What follows belongs to an exercise in optimizing a design on an open flow for small area; a production flow would make more cautious choices.
The RTL was checked by simulation tests, not by an equivalence proof against the original design.
In every run shown here, the design's own scripts or RTL, not TritonCTS, make the clock network.
The flow treats the clock pin as an ideal source. Dropping or thinning the clock tree relies on that and would not hold on a real chip.
No activity file was given, so power comes from the tool's default toggle rates.

### flow/flow/run.sh
#!/bin/bash
# The standard layout with three changes:
#  - synthesis is the standard flow's own script (synth_recipe.tcl), except that the final ABC
#    mapping uses flow/area.abc, a deeper logic optimisation (&deepsyn) and an area-only standard-cell mapping (amap); every
#    step before it, and so every register, is the standard synthesis's;
#  - the port buffers use the smallest buffer cell;
#  - the clock tree is one clkbuf_8 driving six clkbuf_16 cells, each driving
#    a cluster of flip-flops, built by flow/mtree.tcl in place of TritonCTS.
set -euo pipefail
here=$(pwd)
cat > "$here/own_synth.tcl" <<EOT
proc abc {args} {
  set i [lsearch -exact \$args -script]
  if { \$i >= 0 } { lset args [expr {\$i + 1}] $here/flow/area.abc }
  yosys abc {*}\$args
}
source $here/synth_recipe.tcl
EOT
bash standard.sh "SYNTH_SCRIPT=$here/own_synth.tcl" \
  "BUFFER_PORTS_ARGS=-buffer_cell sky130_fd_sc_hd__buf_1" \
  "PRE_CTS_TCL=$here/flow/mtree.tcl" finish > standard.log 2>&1
### flow/flow/area.abc
strash
&get -n
&st
&deepsyn -T 30
&put
dch -f
amap -F 3 -A 6
### flow/flow/mtree.tcl
# Manual clock tree, sourced by the CTS step (PRE_CTS_TCL): the clock port
# drives a root buffer, which drives NLEAF leaf buffers, each driving a
# cluster of the clock sinks (k-means on sink locations).
proc manual_clock_tree { nleaf master_name root_name } {
  set block [ord::get_db_block]
  set db [ord::get_db]
  set master [$db findMaster $master_name]
  set clk [$block findNet i_clk]
  set sinks {}
  foreach it [$clk getITerms] {
    set inst [$it getInst]
    set loc [$inst getLocation]
    lappend sinks [list $it [lindex $loc 0] [lindex $loc 1]]
  }
  set n [llength $sinks]
  # initial centres: sinks spread through the list sorted by x then y
  set sorted [lsort -real -index 1 $sinks]
  set cx {}; set cy {}
  for {set k 0} {$k < $nleaf} {incr k} {
    set s [lindex $sorted [expr {int(($k + 0.5) * $n / $nleaf)}]]
    lappend cx [lindex $s 1]; lappend cy [lindex $s 2]
  }
  for {set iter 0} {$iter < 30} {incr iter} {
    set sx [lrepeat $nleaf 0.0]; set sy [lrepeat $nleaf 0.0]; set cnt [lrepeat $nleaf 0]
    set assign {}
    foreach s $sinks {
      set best 0; set bd 1e30
      for {set k 0} {$k < $nleaf} {incr k} {
        set dx [expr {[lindex $s 1] - [lindex $cx $k]}]
        set dy [expr {[lindex $s 2] - [lindex $cy $k]}]
        set dd [expr {abs($dx) + abs($dy)}]
        if {$dd < $bd} {set bd $dd; set best $k}
      }
      lappend assign $best
      lset sx $best [expr {[lindex $sx $best] + [lindex $s 1]}]
      lset sy $best [expr {[lindex $sy $best] + [lindex $s 2]}]
      lset cnt $best [expr {[lindex $cnt $best] + 1}]
    }
    for {set k 0} {$k < $nleaf} {incr k} {
      if {[lindex $cnt $k] > 0} {
        lset cx $k [expr {[lindex $sx $k] / [lindex $cnt $k]}]
        lset cy $k [expr {[lindex $sy $k] / [lindex $cnt $k]}]
      }
    }
  }
  puts "manual clock tree: cluster sizes $cnt"
  # root buffer between the clock port and the leaf buffers, at their centre
  set root [odb::dbInst_create $block [$db findMaster $root_name] "clkbuf_m_root"]
  set rnet [odb::dbNet_create $block "clknet_m_root"]
  $rnet setSigType CLOCK
  [$root findITerm A] connect $clk
  [$root findITerm X] connect $rnet
  set mx 0.0; set my 0.0
  for {set k 0} {$k < $nleaf} {incr k} {
    set mx [expr {$mx + [lindex $cx $k] / $nleaf}]
    set my [expr {$my + [lindex $cy $k] / $nleaf}]
  }
  $root setLocation [expr {int($mx)}] [expr {int($my)}]
  $root setPlacementStatus PLACED
  for {set k 0} {$k < $nleaf} {incr k} {
    set inst [odb::dbInst_create $block $master "clkbuf_m_$k"]
    set net [odb::dbNet_create $block "clknet_m_$k"]
    $net setSigType CLOCK
    [$inst findITerm A] connect $rnet
    [$inst findITerm X] connect $net
    $inst setLocation [expr {int([lindex $cx $k])}] [expr {int([lindex $cy $k])}]
    $inst setPlacementStatus PLACED
    lappend nets $net
  }
  set idx 0
  foreach s $sinks {
    set it [lindex $s 0]
    set k [lindex $assign $idx]
    $it disconnect
    $it connect [lindex $nets $k]
    incr idx
  }
}

# Build the tree here, in place of TritonCTS: the clock port drives one
# clkbuf_8, which drives six clkbuf_16, each driving one cluster of about 20
# flip-flops. The
# CTS step then goes on as usual (legalisation, timing repair).
manual_clock_tree 6 sky130_fd_sc_hd__clkbuf_16 sky130_fd_sc_hd__clkbuf_8
proc clock_tree_synthesis {args} {
  puts "clock tree built by flow/mtree.tcl; TritonCTS not run"
  set_propagated_clock [all_clocks]
}
### flow/standard.sh
#!/bin/bash
# synth_recipe.tcl (not shown) runs the flow's synth.tcl, then flattens the netlist and writes it again
# the make line also repeats each setting of config.mk as NAME=value (left out here)
make -C /OpenROAD-flow-scripts/flow DESIGN_CONFIG=/design/flow/config.mk WORK_HOME=/design/flow/orfs CLKGATE_MAP_FILE= SYNTH_SCRIPT=/design/flow/synth_recipe.tcl "${@:-finish}"
### flow/config.mk
export PLATFORM = sky130hd
export DESIGN_NAME = cordic
export DESIGN_NICKNAME = cordic
export VERILOG_FILES = /design/flow/design.v
export SDC_FILE = /design/flow/constraint.sdc
export NUM_CORES = 4
export LEC_CHECK = 0
export ABC_AREA = 1
export CAP_MARGIN = 0
export CORE_MARGIN = 2
export CORE_UTILIZATION = 40
export SLEW_MARGIN = 0
### flow/constraint.sdc
create_clock -name core_clock -period 11.0 [get_ports {i_clk}]
set_input_delay 2.2000 -clock core_clock [delete_from_list [all_inputs] [get_ports {i_clk}]]
set_output_delay 2.2000 -clock core_clock [all_outputs]
set_load 0.01 [all_outputs]
### flow/design.v
module cordic(
    input signed [29:0] i_angle,
    input i_clk,
    input i_rst,
    input i_start,
    output signed [29:0] o_sin,
    output signed [29:0] o_cos,
    output o_done
);
localparam W = 36;    
localparam D = 18;
localparam WA = 34;   
localparam DA = 17;
reg [W-1:0] x;
reg [W-1:0] y;
reg [WA-1:0] w;
reg [4:0] i;
reg c;           
reg busy;
reg done;
reg cx, cy, cw;  
reg mw;          
assign o_done = done;
assign o_cos = x[W-1:W-30];
assign o_sin = y[W-1:W-30];
wire last = (i == 5'd30);
wire d = c ? ~w[DA-1] : ~w[WA-1];
wire sub_x = d;
wire sub_y = ~d;
localparam [31*WA-1:0] ATAN = {
    34'h100000000,
    34'h100000000,
    34'h100000000,
    34'h100000000,
    34'h100000000,
    34'h100000000,
    34'h100000000,
    34'h100000000,
    34'h100000000,
    34'h100000000,
    34'h100000000,
    34'h100000000,
    34'h100000000,
    34'h100000000,
    34'h100000000,
    34'h0ffffffff,
    34'h0fffffffb,
    34'h0ffffffeb,
    34'h0ffffffab,
    34'h0fffffeab,
    34'h0fffffaab,
    34'h0ffffeaab,
    34'h0ffffaaab,
    34'h0fffeaaae,
    34'h0fffaaade,
    34'h0ffeaaddd,
    34'h0ffaaddb9,
    34'h0feadd4d5,
    34'h0fadbafc9,
    34'h0ed63382b,
    34'h0c90fdaa2
};
wire [WA-1:0] atan = ATAN[WA*i +: WA];
wire [W-1:0] src [0:1];
wire [1:0] sub;
assign src[0] = y;
assign src[1] = x;
assign sub[0] = sub_x;
assign sub[1] = sub_y;
wire [D:0] sh [0:1];
genvar g, k;
generate
    for (g = 0; g < 2; g = g + 1) begin : lane
        wire fill = last ? sub[g] : (c ? src[g][D-1] : src[g][W-1]);
        wire [W:0] p = {src[g][W-1] ^ last, src[g][W-2:0], 1'b0};
        wire [D+15:0] s1;
        wire [D+7:0] s2;
        wire [D+3:0] s3;
        wire [D+1:0] s4;
        wire [D:0] s5;
        for (k = 0; k < D + 16; k = k + 1) begin : st16
            if (k + 16 <= D)
                assign s1[k] = i[4] ? p[k+16] : p[k];
            else if (k <= D)
                assign s1[k] = i[4] ? (c ? fill : p[k+16]) : p[k];
            else if (k + 16 <= W)
                assign s1[k] = c ? fill : (i[4] ? p[k+16] : p[k]);
            else
                assign s1[k] = (c | i[4]) ? fill : p[k];
        end
        for (k = 0; k < D + 8; k = k + 1) begin : st8
            assign s2[k] = i[3] ? (k + 8 < D + 16 ? s1[k+8] : fill) : s1[k];
        end
        for (k = 0; k < D + 4; k = k + 1) begin : st4
            assign s3[k] = i[2] ? s2[k+4] : s2[k];
        end
        for (k = 0; k < D + 2; k = k + 1) begin : st2
            assign s4[k] = i[1] ? s3[k+2] : s3[k];
        end
        for (k = 0; k < D + 1; k = k + 1) begin : st1
            assign s5[k] = i[0] ? s4[k+1] : s4[k];
        end
        assign sh[g] = s5;
    end
endgenerate
wire [D-1:0] op_x = sh[0][D:1] ^ {D{sub_x}};
wire [D-1:0] op_y = sh[1][D:1] ^ {D{sub_y}};
wire [DA-1:0] op_w = (c ? atan[WA-1:DA] : atan[DA-1:0]) ^ {DA{d}};
wire ci_x = c ? cx : sh[0][0] ^ sub_x;
wire ci_y = c ? cy : sh[1][0] ^ sub_y;
wire ci_w = c ? cw : d;
wire [D:0] k_x, k_y;
wire [DA:0] k_w;
wire [D-1:0] sum_x, sum_y;
wire [DA-1:0] sum_w;
assign k_x[0] = ci_x;
assign k_y[0] = ci_y;
assign k_w[0] = ci_w;
generate
    for (g = 0; g < D; g = g + 1) begin : rca
        assign sum_x[g] = x[g] ^ op_x[g] ^ k_x[g];
        assign k_x[g+1] = (x[g] & op_x[g]) | (k_x[g] & (x[g] ^ op_x[g]));
        assign sum_y[g] = y[g] ^ op_y[g] ^ k_y[g];
        assign k_y[g+1] = (y[g] & op_y[g]) | (k_y[g] & (y[g] ^ op_y[g]));
    end
    for (g = 0; g < DA; g = g + 1) begin : rcaw
        assign sum_w[g] = w[g] ^ op_w[g] ^ k_w[g];
        assign k_w[g+1] = (w[g] & op_w[g]) | (k_w[g] & (w[g] ^ op_w[g]));
    end
endgenerate
always @(posedge i_clk) begin
    if (i_start) begin
        w <= {i_angle, 4'b0};
        i <= 5'd0;
        c <= 1'b0;
    end else begin
        w <= {sum_w[DA-2:0], c ? mw : 1'b0, w[WA-1:DA]};
        c <= ~c;
        if (c)
            i <= i + 5'd1;
    end
    cx <= k_x[D];
    cy <= k_y[D];
    cw <= k_w[DA];
    mw <= sum_w[DA-1];
end
localparam G = W - 30;
localparam [W-1:0] X0 = 36'h26dd3b6a1;
always @(posedge i_clk) begin
    if (i_start) begin
        x[G-1:0] <= X0[G-1:0];
        y[G-1:0] <= {G{1'b0}};
    end else begin
        x[G-1:0] <= x[D+G-1:D];
        y[G-1:0] <= y[D+G-1:D];
    end
end
always @(posedge i_clk) begin
    if (i_start) begin
        x[W-1:G] <= X0[W-1:G];
        y[W-1:G] <= {(W-G){1'b0}};
    end else if (busy) begin
        x[W-1:G] <= {sum_x, x[W-1:D+G]};
        y[W-1:G] <= {sum_y, y[W-1:D+G]};
    end
end
always @(posedge i_clk) begin
    if (i_rst) begin
        busy <= 1'b0;
        done <= 1'b0;
    end else if (i_start) begin
        busy <= 1'b1;
        done <= 1'b0;
    end else if (busy && c && last) begin
        busy <= 1'b0;
        done <= 1'b1;
    end
end
endmodule
==> impl_metrics.prom, run 1 <==
# TYPE chip_impl_metric gauge
chip_impl_metric{name="yosys_warnings",unit=""} 1
chip_impl_metric{name="post-route-util",unit="%"} 44.9
chip_impl_metric{name="path_max_fanout",unit=""} 4
chip_impl_metric{name="drt_drc_violations_left",unit=""} 0
chip_impl_info{name="min_from",value="w[20]"} 1
chip_impl_metric{name="routed_wire_length_per_instance",unit="um"} 19.8
chip_impl_metric{name="layout_cells_sized_above_1",unit="%"} 6.96
chip_impl_metric{name="finalWirelength",unit="um"} 26600
chip_impl_metric{name="vdd_ir_drop_max",unit="uV"} 152
chip_impl_metric{name="setup-tns-final",unit="ns"} 0
chip_impl_metric{name="skew",unit="ns"} 0.0139
chip_impl_metric{name="grt.total_usage",unit="%"} 25.2
chip_impl_metric{name="drt_first_pass_iters",unit=""} 5
chip_impl_info{name="reg_to_reg_critical_path_startpoint",value="i[0]"} 1
chip_impl_metric{name="postSynthCellCount",unit=""} 990
chip_impl_metric{name="rows",unit=""} 51
chip_impl_metric{name="post_dp_cell_area",unit="um^2"} 8520
chip_impl_metric{name="worst_path_largest_cell_delay",unit="ns"} 0.42
chip_impl_metric{name="num_vias",unit=""} 7658
chip_impl_metric{name="syn_nets",unit=""} 1087
chip_impl_metric{name="via_per_inst",unit=""} 5.71
chip_impl_metric{name="maxCapViolCount",unit=""} 0
chip_impl_metric{name="slew_headroom",unit="%"} 37.8
chip_impl_info{name="holdPathEnd",value="w[3]"} 1
chip_impl_info{name="hold_class",value="flip-flop to flip-flop"} 1
chip_impl_metric{name="place_hpwl",unit="um"} 20300
chip_impl_metric{name="dpl.cell_count",unit=""} 1335
chip_impl_metric{name="pin_count_of_the_biggest_net_entering_global_routing",unit=""} 60
chip_impl_metric{name="worst_slew_pin_slew",unit="ns"} 0.930
chip_impl_metric{name="fillCellCount",unit=""} 2022
chip_impl_metric{name="total_of_flip_flops_plus_latches_after_synthesis",unit=""} 118
chip_impl_metric{name="cts_hold_repair.buffers",unit=""} 0
chip_impl_metric{name="initial_util",unit="%"} 40.6
chip_impl_metric{name="timing.final.max_slew_violations",unit=""} 0
chip_impl_metric{name="r2r.worst_path.cells",unit=""} 40
chip_impl_metric{name="grt_first_pass_wirelength",unit="um"} 40700
chip_impl_metric{name="synthesis.area",unit="um^2"} 7910
chip_impl_info{name="criticalPathCategory",value="flip-flop to flip-flop"} 1
chip_impl_info{name="worst_path_most_repeated_cell",value="fa_1"} 1
chip_impl_metric{name="die_x",unit="um"} 145
chip_impl_metric{name="place.gp.congestion",unit=""} 0.963
chip_impl_metric{name="boundaryPins",unit=""} 94
chip_impl_metric{name="first_iter_violations",unit=""} 543
chip_impl_metric{name="final_net_count",unit=""} 1176
chip_impl_metric{name="crit_buf_inv",unit=""} 7
chip_impl_info{name="unrepaired_setup_endpoints_after_global_routing",value="false"} 1
chip_impl_metric{name="antennaDiodeCount",unit=""} 0
chip_impl_metric{name="placement.io_buffers",unit=""} 93
chip_impl_metric{name="grt-ovfl-total",unit=""} 0
chip_impl_metric{name="total_setup_violations_reported_at_the_end_of_the_flow",unit=""} 0
chip_impl_metric{name="syn_area_per_cell",unit="um^2"} 7.99
chip_impl_info{name="crit_path_top_delay_cell",value="fa_1"} 1
chip_impl_metric{name="post_layout_instance_area",unit="um^2"} 8740
chip_impl_metric{name="hold_violations",unit=""} 0
chip_impl_metric{name="grt_pass1_vias",unit=""} 7062
chip_impl_metric{name="post_synth_num_cell_types",unit=""} 33
chip_impl_info{name="crit_end_element",value="flip-flop"} 1
chip_impl_metric{name="critPathRequiredTime",unit="ns"} 11.30
chip_impl_metric{name="antenna_found_initial",unit=""} 0
chip_impl_info{name="setup.worst_path.start_class",value="flip-flop"} 1
chip_impl_metric{name="arrival",unit="ns"} 10.81
chip_impl_metric{name="design.core.area",unit="um^2"} 19500
chip_impl_metric{name="clock_insertion_delay_worst_skew",unit="ns"} 0.44
chip_impl_metric{name="route.antenna.remaining_nets",unit=""} 0
chip_impl_info{name="regToRegEndpoint",value="y[35]"} 1
chip_impl_info{name="critical_path.top_delay_family",value="adder cells"} 1
chip_impl_metric{name="p_per_area",unit="nW/um^2"} 189
chip_impl_metric{name="maxClockFrequency",unit="MHz"} 95.2
chip_impl_metric{name="finalNonFillerCells",unit=""} 1342
chip_impl_metric{name="sequential_area_share_after_synthesis",unit="%"} 29.9
chip_impl_metric{name="design.die.area",unit="um^2"} 20900
chip_impl_metric{name="period_minus_slack",unit="ns"} 10.50
chip_impl_info{name="timing.critical_path.from",value="i[0]"} 1
chip_impl_metric{name="leakage",unit="nW"} 3.01
chip_impl_metric{name="whs",unit="ns"} 0.440
chip_impl_metric{name="setup.reg_to_reg.worst_slack",unit="ns"} 0.50
chip_impl_metric{name="hold_path_depth",unit=""} 1
chip_impl_info{name="status",value="timing/DRC/antenna clean"} 1
chip_impl_metric{name="syn2layout_area_growth",unit="%"} 10.5
chip_impl_metric{name="fp.dieH",unit="um"} 145
chip_impl_metric{name="path_clk_slew",unit="ns"} 0.08
chip_impl_metric{name="finalCritPeriodShare",unit="%"} 95.5
[cell families (layout without fill, tap and decap cells)]
family / Yosys count / count (layout) / share of synthesized area [%]
buf+inv: 178 / 265 / 11.2
flops: 118 / 118 / 29.9
simple gates: 202 / 202 / 10.1
fa+ha+maj: 64 / 64 / 15.2
compound gates: 428 / 428 / 33.7
[registers in the layout (all words and copies together), names as in the netlist]
| signal | count |
|---|---|
| busy | 1 |
| c | 1 |
| cw | 1 |
| cx | 1 |
| cy | 1 |
| done | 1 |
| i | 5 |
| mw | 1 |
| w | 34 |
| x | 36 |
| y | 36 |
[metal layers]
metal  part of all wire [%]  global-route usage, %  wire length (um)
met1                     44                   34.4             11700
met2                     46                   41.1             12200
met3                    5.8                   2.95              1540
met4                    4.3                   8.99              1150
met5                      0                      0                 0
[worst reg2reg max path: cells and delay by family (launching register included)]
kind,cells,cell delay [ns]
adders and majority gates,19,7.04
DFF,1,0.37
and+or+nand+nor,6,0.84
buffers and inverters,7,0.80
AOI/OAI and AO/OA,8,1.32
[where the power goes]
| group | leakage, nW | total [mW] | switching [mW] | internal, mW |
|---|---|---|---|---|
| sequential | 0.978 | 0.616 | 0.0812 | 0.534 |
| clock | 0.0811 | 0.246 | 0.141 | 0.105 |
| combinational | 1.95 | 0.790 | 0.485 | 0.305 |
[layout by cell type, fill, tap and decap left out, drive strengths merged, types with 4 or more instances in the layout]
master / n
a222oi: 4
nand2: 51
nand3: 5
o22ai: 119
fa: 53
a21oi: 89
o21ai: 111
o22a: 30
a22oi: 6
o21a: 6
ha: 11
dfxtp: 118
clkbuf: 8
nor3: 5
a221oi: 5
a31oi: 10
buf: 137
nor2b: 5
a22o: 13
a32oi: 4
nor2: 131
clkinv: 119
o221ai: 16
[layout make-up]
class	instances	area (um^2)	share of cell area, %
Buffer	7	164	1.88
Sequential cell	118	2370	27.1
Inverter	120	465	5.33
Timing Repair Buffer	138	688	7.88
Tap cell	265	332	3.80
Multi-Input combinational cell	694	4720	54.0
[stage by stage]
stage | setup slack, ns | power, mW
2_1_floorplan | 0.00647 | 1.19
3_3_place_gp | 0.308 | 1.41
3_5_place_dp | 0.183 | 1.41
4_1_cts | 0.157 | 1.66
5_1_grt | 0.0245 | 1.80
6_report | 0.495 | 1.65
[worst max-delay path by stage]
stage,endpoint,cells after the start
detailed placement,x[35],39
CTS,x[35],39
floorplan,x[35],39
finish,y[35],40
global route,x[35],40
global placement,x[35],38
[Yosys cell counts]
cell	n	share of area [%]
a211oi_1	1	0.095
a21o_1	1	0.095
a21oi_1	89	5.6
a221oi_1	5	0.55
a222oi_1	4	0.51
a22o_1	13	1.4
a22oi_1	6	0.57
a311oi_1	3	0.33
a31oi_1	10	0.79
a32o_1	3	0.38
a32oi_1	4	0.44
buf_4	58	5.5
clkinv_1	120	5.7
dfxtp_1	118	30
fa_1	53	13
ha_1	11	1.7
nand2_1	51	2.4
nand3_1	5	0.32
nand4_1	2	0.16
nor2_1	131	6.2
nor2b_1	5	0.40
nor3_1	5	0.32
nor4_1	1	0.079
o211ai_1	3	0.28
o21a_1	6	0.57
o21ai_0	111	7.0
o221a_1	1	0.14
o221ai_1	16	1.8
o22a_1	30	3.3
o22ai_1	119	9.4
o31a_1	1	0.11
o32ai_1	2	0.22
or2_0	2	0.16
[repair_timing]
item	4_1_cts	5_1_grt
setup buffers	0	0
endpoints found under the setup margin	0	4
gates resized for setup	0	11
==> inputs of run 2 (changes only) <==
==> flow/flow/area.abc (replaced) <==
strash
&get -n
&st
&deepsyn -T 30
&put
dch -f
amap -F 3 -A 6 -m
--- a/flow/config.mk
+++ b/flow/config.mk
@@ -6,7 +6,8 @@
 export NUM_CORES = 4
 export LEC_CHECK = 0
 export ABC_AREA = 1
-export CAP_MARGIN = 0
+export CAP_MARGIN = 20
 export CORE_MARGIN = 2
 export CORE_UTILIZATION = 40
-export SLEW_MARGIN = 0
+export CTS_BUF_LIST = sky130_fd_sc_hd__clkbuf_8
+export SLEW_MARGIN = 20
==> run 2 against run 1 <==
Synthesized cell count shrank 2.9%. Routed wire length up 2.8%. Clock power rose by 2%. Combinational power rose by 0.6%. Via count up 0.56%. Sequential share of layout area barely moved. Global-route usage up 0.43 points. Core utilization is 0.43 points higher. Largest power group unchanged.
==> impl_metrics.prom, run 2 <==
# TYPE chip_impl_metric gauge
chip_impl_metric{name="antenna_found_initial",unit=""} 0
chip_impl_metric{name="via_per_inst",unit=""} 5.87
chip_impl_metric{name="whs",unit="ns"} 0.431
chip_impl_metric{name="post_placement_worst_setup_slack",unit="ns"} -0.0917
chip_impl_metric{name="timing.final.max_slew_violations",unit=""} 0
chip_impl_metric{name="yosys_warnings",unit=""} 1
chip_impl_info{name="biggestRegsByFlops",value="x (36), y (36), w (34)"} 1
chip_impl_metric{name="grt-ovfl-total",unit=""} 0
chip_impl_info{name="setup.worst_path.start_class",value="flip-flop"} 1
chip_impl_info{name="layout_commonest_cell",value="o22ai_1"} 1
chip_impl_metric{name="leakage",unit="nW"} 3.01
chip_impl_metric{name="post_dp_cell_area",unit="um^2"} 8420
chip_impl_info{name="reg_to_reg_critical_path_startpoint",value="i[0]"} 1
chip_impl_metric{name="place_hpwl",unit="um"} 20100
chip_impl_info{name="worst_path_most_repeated_cell",value="fa_1"} 1
chip_impl_metric{name="design.die.area",unit="um^2"} 20700
chip_impl_info{name="timing.critical_path.from",value="i[0]"} 1
chip_impl_metric{name="maxCapViolCount",unit=""} 0
chip_impl_metric{name="synth_async_sr_flop_share",unit="%"} 0
chip_impl_metric{name="drt_first_pass_iters",unit=""} 8
chip_impl_metric{name="worst_slew_pin_slew",unit="ns"} 0.834
chip_impl_info{name="netlist_top_cells_count",value="o22ai_1 (148), clkinv_1 (127), nor2_1 (120), dfxtp_1 (118), a21oi_1 (83)"} 1
chip_impl_info{name="crit_path_top_delay_cell",value="fa_1"} 1
chip_impl_metric{name="p_per_area",unit="nW/um^2"} 189
chip_impl_metric{name="pin_count_of_the_biggest_net_entering_global_routing",unit=""} 62
chip_impl_metric{name="path_max_fanout",unit=""} 7
chip_impl_metric{name="finalNonFillerCells",unit=""} 1311
chip_impl_info{name="status",value="timing/DRC/antenna clean"} 1
chip_impl_info{name="crit_end",value="y[35]"} 1
chip_impl_metric{name="r2r.worst_path.cells",unit=""} 41
chip_impl_metric{name="synth_edf_count",unit=""} 0
chip_impl_metric{name="setup-tns-final",unit="ns"} 0
chip_impl_info{name="critical_path.top_delay_family",value="adder cells"} 1
chip_impl_metric{name="syn_nets",unit=""} 1058
chip_impl_metric{name="skew",unit="ns"} 0.0153
chip_impl_metric{name="sequential_area_share_after_synthesis",unit="%"} 30.1
chip_impl_info{name="crit_end_element",value="flip-flop"} 1
chip_impl_metric{name="total_of_flip_flops_plus_latches_after_synthesis",unit=""} 118
chip_impl_metric{name="routed_wire_length_per_instance",unit="um"} 20.8
chip_impl_metric{name="hold_violations",unit=""} 0
chip_impl_metric{name="grt.total_usage",unit="%"} 25.6
chip_impl_info{name="synth_flop_cell",value="dfxtp_1"} 1
chip_impl_metric{name="synthesis.area",unit="um^2"} 7840
chip_impl_metric{name="drt_drc_violations_left",unit=""} 0
chip_impl_metric{name="arrival",unit="ns"} 10.94
chip_impl_metric{name="setup.reg_to_reg.worst_slack",unit="ns"} 0.40
chip_impl_metric{name="clock_insertion_delay_worst_skew",unit="ns"} 0.44
chip_impl_metric{name="die_x",unit="um"} 144
chip_impl_metric{name="critical_path_cell_count",unit=""} 41
chip_impl_metric{name="fillCellCount",unit=""} 2037
chip_impl_metric{name="period_minus_slack",unit="ns"} 10.60
chip_impl_metric{name="cts_hold_repair.buffers",unit=""} 0
chip_impl_metric{name="yosysTopAreaCellShare",unit="%"} 30.1
chip_impl_metric{name="path_clk_slew",unit="ns"} 0.09
chip_impl_metric{name="grt_first_pass_wirelength",unit="um"} 41200
chip_impl_metric{name="rows",unit=""} 51
chip_impl_metric{name="crit_buf_inv",unit=""} 10
chip_impl_metric{name="grt_pass1_vias",unit=""} 7176
chip_impl_metric{name="syn2layout_area_growth",unit="%"} 11.8
chip_impl_metric{name="worst_path_largest_cell_delay",unit="ns"} 0.42
chip_impl_metric{name="final_net_count",unit=""} 1144
chip_impl_metric{name="post_synth_num_cell_types",unit=""} 30
chip_impl_metric{name="post_layout_instance_area",unit="um^2"} 8760
chip_impl_info{name="hold_class",value="flip-flop to flip-flop"} 1
chip_impl_metric{name="finalCritPeriodShare",unit="%"} 96.4
chip_impl_metric{name="final.setup.worst_slack",unit="ns"} 0.399
chip_impl_info{name="synth_largest_area_cell",value="dfxtp_1"} 1
chip_impl_info{name="criticalPathCategory",value="flip-flop to flip-flop"} 1
chip_impl_metric{name="syn_area_per_cell",unit="um^2"} 8.16
chip_impl_info{name="synthTopCellsByArea",value="dfxtp_1 (30%), fa_1 (14%), o22ai_1 (12%)"} 1
chip_impl_metric{name="boundaryPins",unit=""} 94
chip_impl_info{name="regToRegEndpoint",value="y[35]"} 1
chip_impl_metric{name="critPathRequiredTime",unit="ns"} 11.34
chip_impl_metric{name="postSynthCellCount",unit=""} 961
chip_impl_metric{name="fp.dieH",unit="um"} 144
chip_impl_metric{name="layout_cells_sized_above_1",unit="%"} 9.09
chip_impl_metric{name="slew_headroom",unit="%"} 43.8
chip_impl_metric{name="route.antenna.remaining_nets",unit=""} 0
chip_impl_metric{name="placement.io_buffers",unit=""} 93
chip_impl_metric{name="place.gp.congestion",unit=""} 0.979
chip_impl_info{name="synth_most_common_cell",value="o22ai_1"} 1
chip_impl_metric{name="total_setup_violations_reported_at_the_end_of_the_flow",unit=""} 0
chip_impl_metric{name="vdd_ir_drop_max",unit="uV"} 145
chip_impl_metric{name="design.core.area",unit="um^2"} 19300
chip_impl_metric{name="finalWirelength",unit="um"} 27300
chip_impl_metric{name="first_iter_violations",unit=""} 737
chip_impl_metric{name="dpl.cell_count",unit=""} 1299
chip_impl_info{name="layout.cells.most_common_list",value="o22ai_1 (143), nor2_1 (119), clkinv_1 (117), dfxtp_1 (113), buf_1 (92)"} 1
chip_impl_metric{name="num_vias",unit=""} 7701
chip_impl_metric{name="initial_util",unit="%"} 40.5
chip_impl_metric{name="maxClockFrequency",unit="MHz"} 94.3
run 2: cell types whose count changed after synthesis, sizes merged, moves of 4 or more:
cell    delta
clkinv     +7
o21ai     -44
o221ai     +7
nor2      -11
o22ai     +29
a31oi      -4
a21oi      -6
nand2      -4
run 2: per-layer routing:
metal  vias to the layer above  share of wire (%)  GRT usage, %
met5                         -                  0             0
met1                      3650                 42          35.2
met4                         0                3.5          6.97
li1                       3667                  -             -
met3                        58                7.3          2.12
met2                       326                 47          43.4
run 2: cell families (layout without fill, tap and decap cells):
logic type / count (synthesis) / count (layout) / synth area share (%)
mux: 1 / 1 / 0.144
other cells: 0 / 1 / 0
compound gates: 410 / 410 / 33.7
flops: 118 / 118 / 30.1
fa+ha+maj: 64 / 64 / 15.3
buf+inv: 185 / 269 / 11.6
simple gates: 183 / 183 / 9.11
run 2: layout make-up:
cell class                      count  area [um^2]  area share [%]
Buffer                              7          164            1.87
Inverter                          127          497            5.67
Multi-Input combinational cell    658         4720            53.9
Tap cell                          265          332            3.78
Antenna cell                        1         2.50          0.0286
Timing Repair Buffer              135          666            7.60
Sequential cell                   118         2380            27.2
run 2: what timing repair did:
| item | 4_1_cts | 5_1_grt |
|---|---|---|
| pin swaps | 1 | 5 |
| setup endpoints to repair | 1 | 4 |
| setup buffers | 0 | 4 |
| gates resized for setup | 3 | 37 |
run 2: through the flow:
stage,total power [mW],utilization [%]
after floorplan,1.19,-
after global placement,1.39,43.5
after detailed placement,1.40,43.5
after CTS,1.65,44.4
after global routing,1.79,45.3
final,1.66,45.3
run 2: worst min path at each step:
stage,cells after the start,endpoint,slack (ns),start
floorplan,1,w[0],0.41,w[17]
global placement,1,w[1],0.42,w[18]
detailed placement,1,w[5],0.43,w[22]
CTS,1,w[10],0.43,w[27]
global route,1,w[10],0.44,w[27]
finish,1,w[10],0.43,w[27]
run 2: power breakdown:
part           switching [mW]  internal, mW  total (mW)
Clock                   0.146         0.105       0.252
Combinational           0.486         0.308       0.795
Sequential             0.0809         0.533       0.614
==> inputs of run 3 (changes only) <==
==> flow/flow/area.abc (replaced) <==
strash
&get -n
&st
&deepsyn -T 30
&put
dch -f
amap -F 3 -A 6
==> run 3 against run 2 <==
Flip-flop and latch count did not move. Critical endpoint is now x[35]. Cell count fell by 0.61%. Maximum frequency rose by 0.68%. Still clean. Sequential share of layout area rose by 0.17 points. Combinational power rose by 0.9%. Sequential power barely moved. Core utilization fell by 0.52 points. Via count fell by 0.92%. Synthesized cell count fell by 0.21%.
==> impl_metrics.prom, run 3 <==
# TYPE chip_impl_metric gauge
chip_impl_metric{name="syn2layout_area_growth",unit="%"} 10.4
chip_impl_metric{name="design.die.area",unit="um^2"} 20700
chip_impl_metric{name="hold_violations",unit=""} 0
chip_impl_metric{name="post_placement_worst_setup_slack",unit="ns"} -0.0334
chip_impl_metric{name="design.core.area",unit="um^2"} 19300
chip_impl_metric{name="sequential_area_share_after_synthesis",unit="%"} 30.1
chip_impl_metric{name="p_per_area",unit="nW/um^2"} 192
chip_impl_metric{name="final_net_count",unit=""} 1137
chip_impl_metric{name="finalNonFillerCells",unit=""} 1303
chip_impl_info{name="synthTopCellsByArea",value="dfxtp_1 (30%), fa_1 (14%), o22ai_1 (12%)"} 1
chip_impl_metric{name="dpl.cell_count",unit=""} 1294
chip_impl_metric{name="boundaryPins",unit=""} 94
chip_impl_metric{name="layout_cells_sized_above_1",unit="%"} 8.09
chip_impl_metric{name="period_minus_slack",unit="ns"} 10.53
chip_impl_metric{name="post_layout_instance_area",unit="um^2"} 8660
chip_impl_metric{name="grt.total_usage",unit="%"} 25.4
chip_impl_info{name="layout.cells.most_common_list",value="o22ai_1 (142), clkinv_1 (118), nor2_1 (118), dfxtp_1 (113), buf_1 (92)"} 1
chip_impl_info{name="setup.worst_path.start_class",value="flip-flop"} 1
chip_impl_metric{name="vdd_ir_drop_max",unit="uV"} 120
chip_impl_info{name="synth_flop_cell",value="dfxtp_1"} 1
chip_impl_metric{name="finalWirelength",unit="um"} 26700
chip_impl_metric{name="critPathRequiredTime",unit="ns"} 11.34
chip_impl_metric{name="worst_path_largest_cell_delay",unit="ns"} 0.46
chip_impl_metric{name="initial_util",unit="%"} 40.6
chip_impl_metric{name="post_synth_num_cell_types",unit=""} 32
chip_impl_metric{name="synth_async_sr_flop_share",unit="%"} 0
chip_impl_metric{name="die_x",unit="um"} 144
chip_impl_metric{name="fp.dieH",unit="um"} 144
chip_impl_metric{name="report.power.total",unit="mW"} 1.66
chip_impl_metric{name="syn_nets",unit=""} 1056
chip_impl_metric{name="via_per_inst",unit=""} 5.86
chip_impl_info{name="layout_commonest_cell",value="o22ai_1"} 1
chip_impl_metric{name="num_vias",unit=""} 7630
chip_impl_metric{name="total_of_flip_flops_plus_latches_after_synthesis",unit=""} 118
chip_impl_metric{name="grt_first_pass_wirelength",unit="um"} 40800
chip_impl_metric{name="fillCellCount",unit=""} 2048
chip_impl_info{name="synth_most_common_cell",value="o22ai_1"} 1
chip_impl_metric{name="synthesis.area",unit="um^2"} 7850
chip_impl_info{name="crit_path_top_delay_cell",value="fa_2"} 1
chip_impl_metric{name="maxCapViolCount",unit=""} 0
chip_impl_metric{name="placement.io_buffers",unit=""} 93
chip_impl_metric{name="routed_wire_length_per_instance",unit="um"} 20.5
chip_impl_info{name="biggestRegsByFlops",value="x (36), y (36), w (34)"} 1
chip_impl_metric{name="post-route-util",unit="%"} 44.8
chip_impl_metric{name="post_dp_cell_area",unit="um^2"} 8370
chip_impl_metric{name="slew_headroom",unit="%"} 46.3
chip_impl_metric{name="place.gp.congestion",unit=""} 0.960
chip_impl_metric{name="yosys_warnings",unit=""} 1
chip_impl_metric{name="setup-tns-final",unit="ns"} 0
chip_impl_metric{name="maxClockFrequency",unit="MHz"} 95.0
chip_impl_metric{name="worst_slew_pin_slew",unit="ns"} 0.797
chip_impl_metric{name="skew",unit="ns"} 0.0279
chip_impl_metric{name="grt-ovfl-total",unit=""} 0
chip_impl_metric{name="finalCritPeriodShare",unit="%"} 95.7
chip_impl_metric{name="postSynthCellCount",unit=""} 959
chip_impl_info{name="crit_end_element",value="flip-flop"} 1
chip_impl_metric{name="first_iter_violations",unit=""} 664
chip_impl_metric{name="path_max_fanout",unit=""} 8
chip_impl_metric{name="timing.final.max_slew_violations",unit=""} 0
chip_impl_info{name="hold_class",value="flip-flop to flip-flop"} 1
chip_impl_metric{name="syn_area_per_cell",unit="um^2"} 8.18
chip_impl_metric{name="cts_hold_repair.buffers",unit=""} 0
chip_impl_metric{name="yosysTopAreaCellShare",unit="%"} 30.1
chip_impl_metric{name="grt_pass1_vias",unit=""} 7129
chip_impl_info{name="netlist_top_cells_count",value="o22ai_1 (146), clkinv_1 (128), nor2_1 (120), dfxtp_1 (118), a21oi_1 (83)"} 1
chip_impl_metric{name="place_hpwl",unit="um"} 20200
chip_impl_metric{name="leakage",unit="nW"} 2.96
chip_impl_metric{name="drt_first_pass_iters",unit=""} 7
chip_impl_info{name="criticalPathCategory",value="flip-flop to flip-flop"} 1
chip_impl_metric{name="total_setup_violations_reported_at_the_end_of_the_flow",unit=""} 0
chip_impl_metric{name="drt_drc_violations_left",unit=""} 0
chip_impl_metric{name="path_clk_slew",unit="ns"} 0.10
chip_impl_info{name="status",value="timing/DRC/antenna clean"} 1
chip_impl_metric{name="clock_insertion_delay_worst_skew",unit="ns"} 0.44
chip_impl_metric{name="route.antenna.remaining_nets",unit=""} 0
chip_impl_info{name="worst_path_most_repeated_cell",value="fa_1"} 1
chip_impl_metric{name="antenna_found_initial",unit=""} 0
chip_impl_metric{name="rows",unit=""} 51
chip_impl_metric{name="final.setup.worst_slack",unit="ns"} 0.470
chip_impl_metric{name="antennaDiodeCount",unit=""} 0
chip_impl_metric{name="whs",unit="ns"} 0.433
chip_impl_metric{name="synth_edf_count",unit=""} 0
chip_impl_metric{name="pin_count_of_the_biggest_net_entering_global_routing",unit=""} 61
chip_impl_metric{name="arrival",unit="ns"} 10.87
chip_impl_info{name="synth_largest_area_cell",value="dfxtp_1"} 1
chip_impl_metric{name="setup.reg_to_reg.worst_slack",unit="ns"} 0.47
[run 3: cells by family (layout without fill, tap and decap cells)]
group           Yosys count  count (layout)  share of synthesized area [%]
flops                   118             118                           30.1
buf+inv                 186             265                           11.7
compound gates          410             410                           33.9
fa+ha+maj                64              64                           15.3
simple gates            181             181                           9.04
[run 3: power by group]
group          switching, mW  leakage [nW]  internal (mW)
combinational          0.493          1.90          0.309
sequential            0.0765         0.978          0.534
clock                  0.142        0.0811          0.105
total                  0.711          2.96          0.949
[run 3: layout make-up]
cell class | count | area [um^2] | area share (%)
plain buffers | 7 | 164 | 1.89
inverters | 128 | 484 | 5.59
multi-input cells | 655 | 4690 | 54.1
flip-flops and latches | 118 | 2370 | 27.3
well taps | 265 | 332 | 3.83
repair buffers | 130 | 628 | 7.25
[run 3: repair_timing]
action,4_1_cts,5_1_grt
pin swaps,1,9
resized for setup,1,34
setup endpoints to repair,1,4
buffers inserted,0,2
cloned,0,0
[run 3: final timing paths]
check / startpoint / to / depth (start not counted)
worst max-delay path: i[0] / x[35] / 40
worst min-delay path: w[17] / w[0] / 1
worst max register to register: i[0] / x[35] / 40
worst min register to register: w[17] / w[0] / 1
[run 3: critical path: cells and delay by family, from the launching register on]
family          cells  cell delay [ns]
simple gates        4             0.36
compound gates      8             1.38
buf+inv             9             0.97
fa+ha+maj          19             7.37
flops               1             0.35
[run 3: layer usage]
metal  track usage (%)  vias up  wire length, um
li1                  -     3649                -
met1              34.6     3572            11500
met2              42.0      335            12200
met3              2.32       74             1660
met4              9.86        0             1270
met5                 0        -                0
==> inputs of run 4 (changes only) <==
--- a/flow/design.v
+++ b/flow/design.v
@@ -23,7 +23,7 @@
 assign o_done = done;
 assign o_cos = x[W-1:W-30];
 assign o_sin = y[W-1:W-30];
-wire last = (i == 5'd30);
+reg last;        
 wire d = c ? ~w[DA-1] : ~w[WA-1];
 wire sub_x = d;
 wire sub_y = ~d;
@@ -133,11 +133,14 @@
         w <= {i_angle, 4'b0};
         i <= 5'd0;
         c <= 1'b0;
+        last <= 1'b0;
     end else begin
         w <= {sum_w[DA-2:0], c ? mw : 1'b0, w[WA-1:DA]};
         c <= ~c;
-        if (c)
+        if (c) begin
             i <= i + 5'd1;
+            last <= (i == 5'd29);
+        end
     end
     cx <= k_x[D];
     cy <= k_y[D];
==> run 4 against run 3 <==
Still clean. First-iteration DRC count grew 7.8%. Via count shrank 0.67%. Routed wire length increased by 1.9%. Worst hold slack got worse by 0.0033 ns. Core utilization down 0.73 points. Flip-flop and latch count is 1 higher. Global-route usage shrank 0.39 points. Die area rose by 1.5%. Critical path type unchanged. Largest power group unchanged.
==> impl_metrics.prom, run 4 <==
# TYPE chip_impl_metric gauge
chip_impl_metric{name="rows",unit=""} 51
chip_impl_metric{name="grt.met2_usage",unit="%"} 42.9
chip_impl_metric{name="slew_headroom",unit="%"} 46.4
chip_impl_metric{name="sequential_area_share_after_synthesis",unit="%"} 29.9
chip_impl_info{name="crit_end_element",value="flip-flop"} 1
chip_impl_metric{name="p_per_area",unit="nW/um^2"} 192
chip_impl_info{name="timing.critical_path.from",value="last"} 1
chip_impl_info{name="regToRegEndpoint",value="x[35]"} 1
chip_impl_metric{name="routed_wire_length_per_instance",unit="um"} 20.8
chip_impl_metric{name="yosysTopAreaCellShare",unit="%"} 29.9
chip_impl_metric{name="maxClockFrequency",unit="MHz"} 96.0
chip_impl_info{name="crit_path_top_delay_cell",value="fa_1"} 1
chip_impl_metric{name="drt_first_pass_iters",unit=""} 6
chip_impl_metric{name="route.antenna.remaining_nets",unit=""} 0
chip_impl_metric{name="place_hpwl",unit="um"} 20800
chip_impl_info{name="critical_path.top_delay_family",value="adder cells"} 1
chip_impl_metric{name="setup.reg_to_reg.worst_slack",unit="ns"} 0.58
chip_impl_metric{name="pin_count_of_the_biggest_net_entering_global_routing",unit=""} 48
chip_impl_info{name="busiest_layer",value="met2"} 1
chip_impl_metric{name="r2r.worst_path.cells",unit=""} 34
chip_impl_metric{name="finalCritPeriodShare",unit="%"} 94.7
chip_impl_metric{name="cts_hold_repair.buffers",unit=""} 0
chip_impl_info{name="criticalPathCategory",value="flip-flop to flip-flop"} 1
chip_impl_metric{name="boundaryPins",unit=""} 94
chip_impl_metric{name="whs",unit="ns"} 0.430
chip_impl_info{name="layout.cells.most_common_list",value="clkinv_1 (126), nor2_1 (124), dfxtp_1 (118), o22ai_1 (107), buf_1 (92)"} 1
chip_impl_info{name="synth_most_common_cell",value="clkinv_1"} 1
chip_impl_info{name="hold_class",value="flip-flop to flip-flop"} 1
chip_impl_info{name="netlist_top_cells_count",value="clkinv_1 (129), nor2_1 (125), dfxtp_1 (119), o22ai_1 (107), o21ai_0 (76)"} 1
chip_impl_info{name="worst_path_most_repeated_cell",value="fa_1"} 1
chip_impl_metric{name="syn_nets",unit=""} 1071
chip_impl_metric{name="arrival",unit="ns"} 10.71
chip_impl_info{name="reg_to_reg_critical_path_startpoint",value="last"} 1
chip_impl_info{name="synth_flop_cell",value="dfxtp_1"} 1
chip_impl_metric{name="die_x",unit="um"} 145
chip_impl_info{name="biggestRegsByFlops",value="x (36), y (36), w (34)"} 1
chip_impl_metric{name="layout_cells_sized_above_1",unit="%"} 4.02
chip_impl_metric{name="skew",unit="ns"} 0.0311
chip_impl_metric{name="fp.dieH",unit="um"} 145
chip_impl_metric{name="report.power.total",unit="mW"} 1.65
chip_impl_metric{name="initial_util",unit="%"} 40.8
chip_impl_metric{name="post_synth_num_cell_types",unit=""} 35
chip_impl_metric{name="synthesis.area",unit="um^2"} 7970
chip_impl_metric{name="grt_first_pass_wirelength",unit="um"} 42400
chip_impl_info{name="synth_largest_area_cell",value="dfxtp_1"} 1
chip_impl_metric{name="design.die.area",unit="um^2"} 21100
chip_impl_metric{name="path_max_fanout",unit=""} 10
chip_impl_metric{name="period_minus_slack",unit="ns"} 10.42
chip_impl_metric{name="grtUsageMet3",unit="%"} 2.11
chip_impl_metric{name="postSynthCellCount",unit=""} 974
chip_impl_metric{name="place.gp.congestion",unit=""} 0.997
chip_impl_metric{name="setup-tns-final",unit="ns"} 0
chip_impl_metric{name="timing.final.max_slew_violations",unit=""} 0
chip_impl_metric{name="hold_violations",unit=""} 0
chip_impl_metric{name="use_met1",unit="%"} 34.4
chip_impl_metric{name="syn_area_per_cell",unit="um^2"} 8.18
chip_impl_metric{name="final_net_count",unit=""} 1144
chip_impl_info{name="layout_commonest_cell",value="clkinv_1"} 1
chip_impl_metric{name="drt_drc_violations_left",unit=""} 0
chip_impl_metric{name="placement.io_buffers",unit=""} 93
chip_impl_metric{name="total_setup_violations_reported_at_the_end_of_the_flow",unit=""} 0
chip_impl_metric{name="worst_path_largest_cell_delay",unit="ns"} 0.44
chip_impl_metric{name="clock_insertion_delay_worst_skew",unit="ns"} 0.45
chip_impl_metric{name="leakage",unit="nW"} 2.92
chip_impl_metric{name="first_iter_violations",unit=""} 716
chip_impl_metric{name="critical_path_cell_count",unit=""} 34
chip_impl_metric{name="via_per_inst",unit=""} 5.79
chip_impl_info{name="crit_end",value="x[35]"} 1
chip_impl_metric{name="grt-ovfl-total",unit=""} 0
chip_impl_metric{name="total_of_flip_flops_plus_latches_after_synthesis",unit=""} 119
chip_impl_info{name="setup.worst_path.start_class",value="flip-flop"} 1
chip_impl_metric{name="antennaDiodeCount",unit=""} 0
chip_impl_info{name="unrepaired_setup_endpoints_after_global_routing",value="false"} 1
chip_impl_metric{name="vdd_ir_drop_max",unit="uV"} 146
chip_impl_metric{name="synth_edf_count",unit=""} 0
chip_impl_metric{name="num_vias",unit=""} 7579
chip_impl_metric{name="crit_buf_inv",unit=""} 6
chip_impl_metric{name="synth_async_sr_flop_share",unit="%"} 0
chip_impl_metric{name="path_clk_slew",unit="ns"} 0.10
chip_impl_metric{name="maxCapViolCount",unit=""} 0
chip_impl_info{name="synthTopCellsByArea",value="dfxtp_1 (30%), fa_1 (13%), o22ai_1 (8.4%)"} 1
chip_impl_metric{name="critPathRequiredTime",unit="ns"} 11.30
chip_impl_metric{name="design.core.area",unit="um^2"} 19500
chip_impl_metric{name="antenna_found_initial",unit=""} 0
chip_impl_metric{name="syn2layout_area_growth",unit="%"} 7.99
chip_impl_metric{name="finalWirelength",unit="um"} 27200
chip_impl_metric{name="grt.total_usage",unit="%"} 25.0
chip_impl_metric{name="worst_slew_pin_slew",unit="ns"} 0.801
chip_impl_metric{name="yosys_warnings",unit=""} 1
chip_impl_metric{name="cts_setup_buffers",unit=""} 0
chip_impl_metric{name="grt_pass1_vias",unit=""} 7304
chip_impl_info{name="status",value="timing/DRC/antenna clean"} 1
-- run 4: metrics by stage --
stage          util (%)  setup slack (ns)  instances  instance area (um^2)
3_3_place_gp       43.2             0.795       1303                  8440
5_1_grt            44.1           0.00169       1310                  8600
2_1_floorplan         -             0.157        974                  7970
6_report           44.1             0.585       1310                  8600
4_1_cts            44.0             0.619       1310                  8600
3_5_place_dp       43.2             0.657       1303                  8440
-- run 4: cells by family (layout without fill, tap and decap cells) --
| group | count (synthesis) | after routing | synth area share (%) |
|---|---|---|---|
| AO/OA/AOI/OAI | 403 | 403 | 33.7 |
| flip-flops | 119 | 119 | 29.9 |
| adder cells (fa/ha/maj) | 64 | 64 | 15.0 |
| buffers and inverters | 187 | 258 | 11.5 |
| AND/OR/NAND/NOR | 201 | 201 | 9.86 |
-- run 4: worst register-to-register path, delay by kind of cell (launching register included) --
kind                       cells  cell delay (ns)
DFF                            1             0.40
AOI/OAI and AO/OA              8             1.62
adders and majority gates     18             7.31
and+or+nand+nor                2             0.16
buffers and inverters          6             0.75
-- run 4: final cells by class --
type	instances	area [um^2]
fillers	2082	10900
multi-input cells	668	4670
flip-flops and latches	119	2380
repair buffers	122	568
inverters	129	489
well taps	265	332
plain buffers	7	164
-- run 4: per-layer routing --
layer,up-vias,share of wire [%],routed length (um)
li1,3674,-,-
met1,3547,43,11800
met2,306,48,12900
met3,52,6.2,1690
met4,0,2.8,752
met5,-,0,0
-- run 4: worst min path at each step --
| stage | from | end | cells past startpoint | slack, ns |
|---|---|---|---|---|
| final | w[26] | w[9] | 1 | 0.43 |
| after detailed placement | w[31] | w[14] | 1 | 0.43 |
| after floorplan | w[17] | w[0] | 1 | 0.41 |
| after global routing | w[23] | w[6] | 1 | 0.45 |
| after CTS | w[26] | w[9] | 1 | 0.44 |
| after global placement | w[23] | w[6] | 1 | 0.42 |
-- run 4: repair_timing --
action                                  in CTS  in global routing
gates resized for setup                      0                  1
hold endpoints to repair                     0                  0
endpoints found under the setup margin       0                  1
-- run 4: power breakdown --
| group | internal, mW | switching [mW] |
|---|---|---|
| Sequential | 0.537 | 0.0767 |
| Combinational | 0.300 | 0.485 |
| Clock | 0.105 | 0.145 |
==> inputs of run 5 (changes only) <==
==> flow/flow/area.abc (replaced) <==
strash
&get -n
&st
&deepsyn -T 30
&put
dch -f
amap -F 3 -A 6 -m
==> run 5 against run 4 <==
Clock power about the same. Synthesized cell count down 1.0%. Largest power group unchanged. Highest routed layer unchanged. Still clean on timing, DRC and antenna. Worst setup slack better by 0.024 ns. Final area down 0.44%. Area after synthesis down 0.50%. Clock skew up 0.018 ns. Routed wire length down 0.48%. Core utilization about the same.
==> impl_metrics.prom, run 5 <==
# TYPE chip_impl_metric gauge
chip_impl_metric{name="syn_nets",unit=""} 1061
chip_impl_metric{name="grt_first_pass_wirelength",unit="um"} 41500
chip_impl_metric{name="combPwrFrac",unit="%"} 47.9
chip_impl_metric{name="first_iter_violations",unit=""} 567
chip_impl_info{name="synth_largest_area_cell",value="dfxtp_1"} 1
chip_impl_info{name="setup.worst_path.start_class",value="flip-flop"} 1
chip_impl_metric{name="maxClockFrequency",unit="MHz"} 96.2
chip_impl_info{name="synthTopCellsByArea",value="dfxtp_1 (30%), fa_1 (13%), o22ai_1 (8.8%)"} 1
chip_impl_info{name="netlist_top_cells_count",value="clkinv_1 (122), nor2_1 (121), dfxtp_1 (119), o22ai_1 (112), a21oi_1 (78)"} 1
chip_impl_metric{name="setup-tns-final",unit="ns"} 0
chip_impl_metric{name="final_net_count",unit=""} 1134
chip_impl_metric{name="grt.total_usage",unit="%"} 25.6
chip_impl_metric{name="cellInternalPower",unit="mW"} 0.948
chip_impl_metric{name="period_minus_slack",unit="ns"} 10.39
chip_impl_metric{name="synth-simple-area-share",unit="%"} 9.69
chip_impl_info{name="crit_end_element",value="flip-flop"} 1
chip_impl_metric{name="postSynthCellCount",unit=""} 964
chip_impl_metric{name="worst_path_largest_cell_delay",unit="ns"} 0.45
chip_impl_metric{name="antenna_found_initial",unit=""} 0
chip_impl_metric{name="yosysTopAreaCellShare",unit="%"} 30.1
chip_impl_metric{name="synth_fa_ha_area_share",unit="%"} 15.1
chip_impl_metric{name="sequential_area_share_after_synthesis",unit="%"} 30.1
chip_impl_info{name="layout.cells.most_common_list",value="nor2_1 (119), clkinv_1 (118), dfxtp_1 (118), o22ai_1 (112), buf_1 (92)"} 1
chip_impl_metric{name="arrival",unit="ns"} 10.67
chip_impl_metric{name="grt-ovfl-total",unit=""} 0
chip_impl_metric{name="multi_input_gate_area",unit="um^2"} 4660
chip_impl_metric{name="skew",unit="ns"} 0.0487
chip_impl_metric{name="place_hpwl",unit="um"} 20800
chip_impl_info{name="synth_most_common_cell",value="clkinv_1"} 1
chip_impl_metric{name="pwr-share-clk",unit="%"} 15.0
chip_impl_metric{name="maxCapViolCount",unit=""} 0
chip_impl_metric{name="total_setup_violations_reported_at_the_end_of_the_flow",unit=""} 0
chip_impl_metric{name="cts_setup_buffers",unit=""} 0
chip_impl_metric{name="timing.final.max_slew_violations",unit=""} 0
chip_impl_metric{name="synth_async_sr_flop_share",unit="%"} 0
chip_impl_info{name="biggestRegsByFlops",value="x (36), y (36), w (34)"} 1
chip_impl_metric{name="path_max_fanout",unit=""} 10
chip_impl_metric{name="routed_wire_length_per_instance",unit="um"} 20.8
chip_impl_metric{name="critPathRequiredTime",unit="ns"} 11.27
chip_impl_metric{name="drt_drc_violations_left",unit=""} 0
chip_impl_info{name="layout_commonest_cell",value="nor2_1"} 1
chip_impl_metric{name="seqCellArea",unit="um^2"} 2380
chip_impl_metric{name="num_vias",unit=""} 7577
chip_impl_metric{name="vdd_ir_drop_max",unit="uV"} 124
chip_impl_metric{name="yosys_warnings",unit=""} 1
chip_impl_metric{name="design.core.area",unit="um^2"} 19500
chip_impl_metric{name="dpl.cell_count",unit=""} 1293
chip_impl_metric{name="post_synth_num_cell_types",unit=""} 34
chip_impl_metric{name="worst_slew_pin_slew",unit="ns"} 0.878
chip_impl_metric{name="finalNonFillerCells",unit=""} 1300
chip_impl_metric{name="route.antenna.remaining_nets",unit=""} 0
chip_impl_metric{name="die_x",unit="um"} 145
chip_impl_metric{name="synth_xor_xnor_area_share",unit="%"} 0
chip_impl_metric{name="placement.io_buffers",unit=""} 93
chip_impl_info{name="unrepaired_setup_endpoints_after_global_routing",value="false"} 1
chip_impl_metric{name="clock_insertion_delay_worst_skew",unit="ns"} 0.44
chip_impl_metric{name="fp.dieH",unit="um"} 145
chip_impl_info{name="crit_path_top_delay_cell",value="fa_1"} 1
chip_impl_metric{name="place.gp.congestion",unit=""} 0.967
chip_impl_metric{name="via_per_inst",unit=""} 5.83
chip_impl_metric{name="path_clk_slew",unit="ns"} 0.10
chip_impl_info{name="hold_class",value="flip-flop to flip-flop"} 1
chip_impl_metric{name="switching_part_of_the_total_power",unit="%"} 42.8
chip_impl_metric{name="synth.mux.area_fraction",unit="%"} 0
chip_impl_metric{name="design.die.area",unit="um^2"} 21000
chip_impl_metric{name="synth-compound-area-share",unit="%"} 33.9
chip_impl_metric{name="finalCritPeriodShare",unit="%"} 94.5
chip_impl_metric{name="seq_power_share",unit="%"} 37.2
chip_impl_metric{name="synthesis.area",unit="um^2"} 7930
chip_impl_metric{name="antennaDiodeCount",unit=""} 0
chip_impl_metric{name="total_of_flip_flops_plus_latches_after_synthesis",unit=""} 119
chip_impl_metric{name="syn_area_per_cell",unit="um^2"} 8.22
chip_impl_metric{name="finalWirelength",unit="um"} 27100
chip_impl_info{name="synth_flop_cell",value="dfxtp_1"} 1
chip_impl_metric{name="slew_headroom",unit="%"} 40.7
chip_impl_metric{name="rows",unit=""} 51
chip_impl_metric{name="psw",unit="mW"} 0.710
chip_impl_metric{name="layout_cells_sized_above_1",unit="%"} 4.25
chip_impl_metric{name="syn2layout_area_growth",unit="%"} 8.07
chip_impl_metric{name="drt_first_pass_iters",unit=""} 5
chip_impl_info{name="status",value="timing/DRC/antenna clean"} 1
chip_impl_metric{name="p_per_area",unit="nW/um^2"} 194
chip_impl_metric{name="initial_util",unit="%"} 40.7
chip_impl_info{name="worst_path_most_repeated_cell",value="fa_1"} 1
chip_impl_metric{name="boundaryPins",unit=""} 94
chip_impl_metric{name="leakage",unit="nW"} 2.92
chip_impl_metric{name="synth_edf_count",unit=""} 0
chip_impl_metric{name="pin_count_of_the_biggest_net_entering_global_routing",unit=""} 62
chip_impl_metric{name="fillCellCount",unit=""} 2029
chip_impl_metric{name="hold_violations",unit=""} 0
chip_impl_info{name="criticalPathCategory",value="flip-flop to flip-flop"} 1
chip_impl_metric{name="grt_pass1_vias",unit=""} 7237
chip_impl_info{name="synth_top_family_by_area",value="compound AO/OA/AOI/OAI gates"} 1
==> run 5: changes by cell type in the layout (fill, tap and decap cells not counted), sizes merged, moves of 2 or more <==
| cell | change |
|---|---|
| o22ai | +5 |
| o311ai | +2 |
| o22a | -4 |
| a222oi | +3 |
| o2111ai | -3 |
| o21ai | -2 |
| o211ai | -2 |
| a21oi | +3 |
| nor2 | -4 |
| clkinv | -8 |
| or3 | -2 |
==> run 5: repair_timing <==
item                                    4_1_cts  5_1_grt
resized for setup                             0        4
endpoints found under the hold margin         0        0
hold buffers                                  0        0
endpoints found under the setup margin        0        1
==> run 5: final cells by class <==
type,instances,share of cell area (%)
inverter,122,5.40
multi-input combinational,665,54.4
sequential,119,27.8
buffer,7,1.91
tap,265,3.87
timing repair buffer,122,6.63
==> run 5: critical path: cells and delay by family, from the launching register on <==
kind,cells,cell delay [ns]
adder cells (fa/ha/maj),18,7.34
AO/OA/AOI/OAI,8,1.56
flip-flops,1,0.39
AND/OR/NAND/NOR,2,0.17
buffers and inverters,6,0.77
==> run 5: cells by family after synthesis <==
| kind of cell | after synthesis |
|---|---|
| flip-flops | 119 |
| buffers and inverters | 180 |
| AND/OR/NAND/NOR | 197 |
| adder cells (fa/ha/maj) | 64 |
| AO/OA/AOI/OAI | 404 |
==> run 5: path summary, 6_finish.rpt <==
path / from / to / slack, ns / depth (start not counted)
setup reg to reg: last / x[35] / 0.61 / 34
hold reg to reg: w[19] / w[2] / 0.44 / 1
hold / removal: w[19] / w[2] / 0.44 / 1
setup / recovery: last / x[35] / 0.61 / 34
==> run 5: per-stage QoR <==
step | power, mW | hold WS, ns | setup WS, ns | instance area, um^2 | utilization [%]
floorplan | 1.19 | 0.414 | 0.272 | 7930 | -
global placement | 1.41 | 0.415 | 0.743 | 8400 | 43.1
detailed placement | 1.42 | 0.428 | 0.549 | 8400 | 43.1
CTS | 1.67 | 0.445 | 0.543 | 8560 | 44.0
global route | 1.80 | 0.463 | 0.00685 | 8570 | 44.0
finish | 1.66 | 0.442 | 0.609 | 8570 | 44.0
==> run 5: metal layers <==
metal / vias up / share of wire (%) / wire length [um] / global-route usage [%]
met5: - / 0 / 0 / 0
li1: 3665 / - / - / -
met4: 0 / 4.5 / 1210 / 9.66
met2: 286 / 46 / 12500 / 42.4
met3: 56 / 6.3 / 1720 / 3.26
met1: 3570 / 43 / 11600 / 34.2
==> run 5: power groups by stage <==
stage	registers [mW]	logic, mW	clock network, mW
detailed placement	0.626	0.792	0
floorplan	0.600	0.594	0
global route	0.629	0.899	0.272
global placement	0.625	0.783	0
finish	0.616	0.793	0.248
CTS	0.616	0.798	0.257

separate check: timing with driven ports:
Ports are ideal in the flow. The routed layouts listed here were re-timed in OpenROAD. Step 1 assumes that a clkbuf_16 drives the clock port and a buf_2 every other input. Step 2 times the ports against the registers' clock, not the clock port: input delays grow and output delays shrink by t, the midpoint of the rising clock arrivals with the driver on. Slacks: no drivers / after step 1 / after step 2; pairs: no drivers / after step 1.
run	t, ns	slack for setup (ns)	worst slew at a driven data input, ns
run 1	0.470	0.495 / 0.495 / 0.495	0.04
run 2	0.475	0.399 / 0.399 / 0.399	0.04
run 3	0.469	0.470 / 0.470 / 0.470	0.04
run 4	0.474	0.585 / 0.585 / 0.585	0.04
run 5	0.460	0.609 / 0.609 / 0.609	0.04
After both steps setup and hold are still met in every run listed.
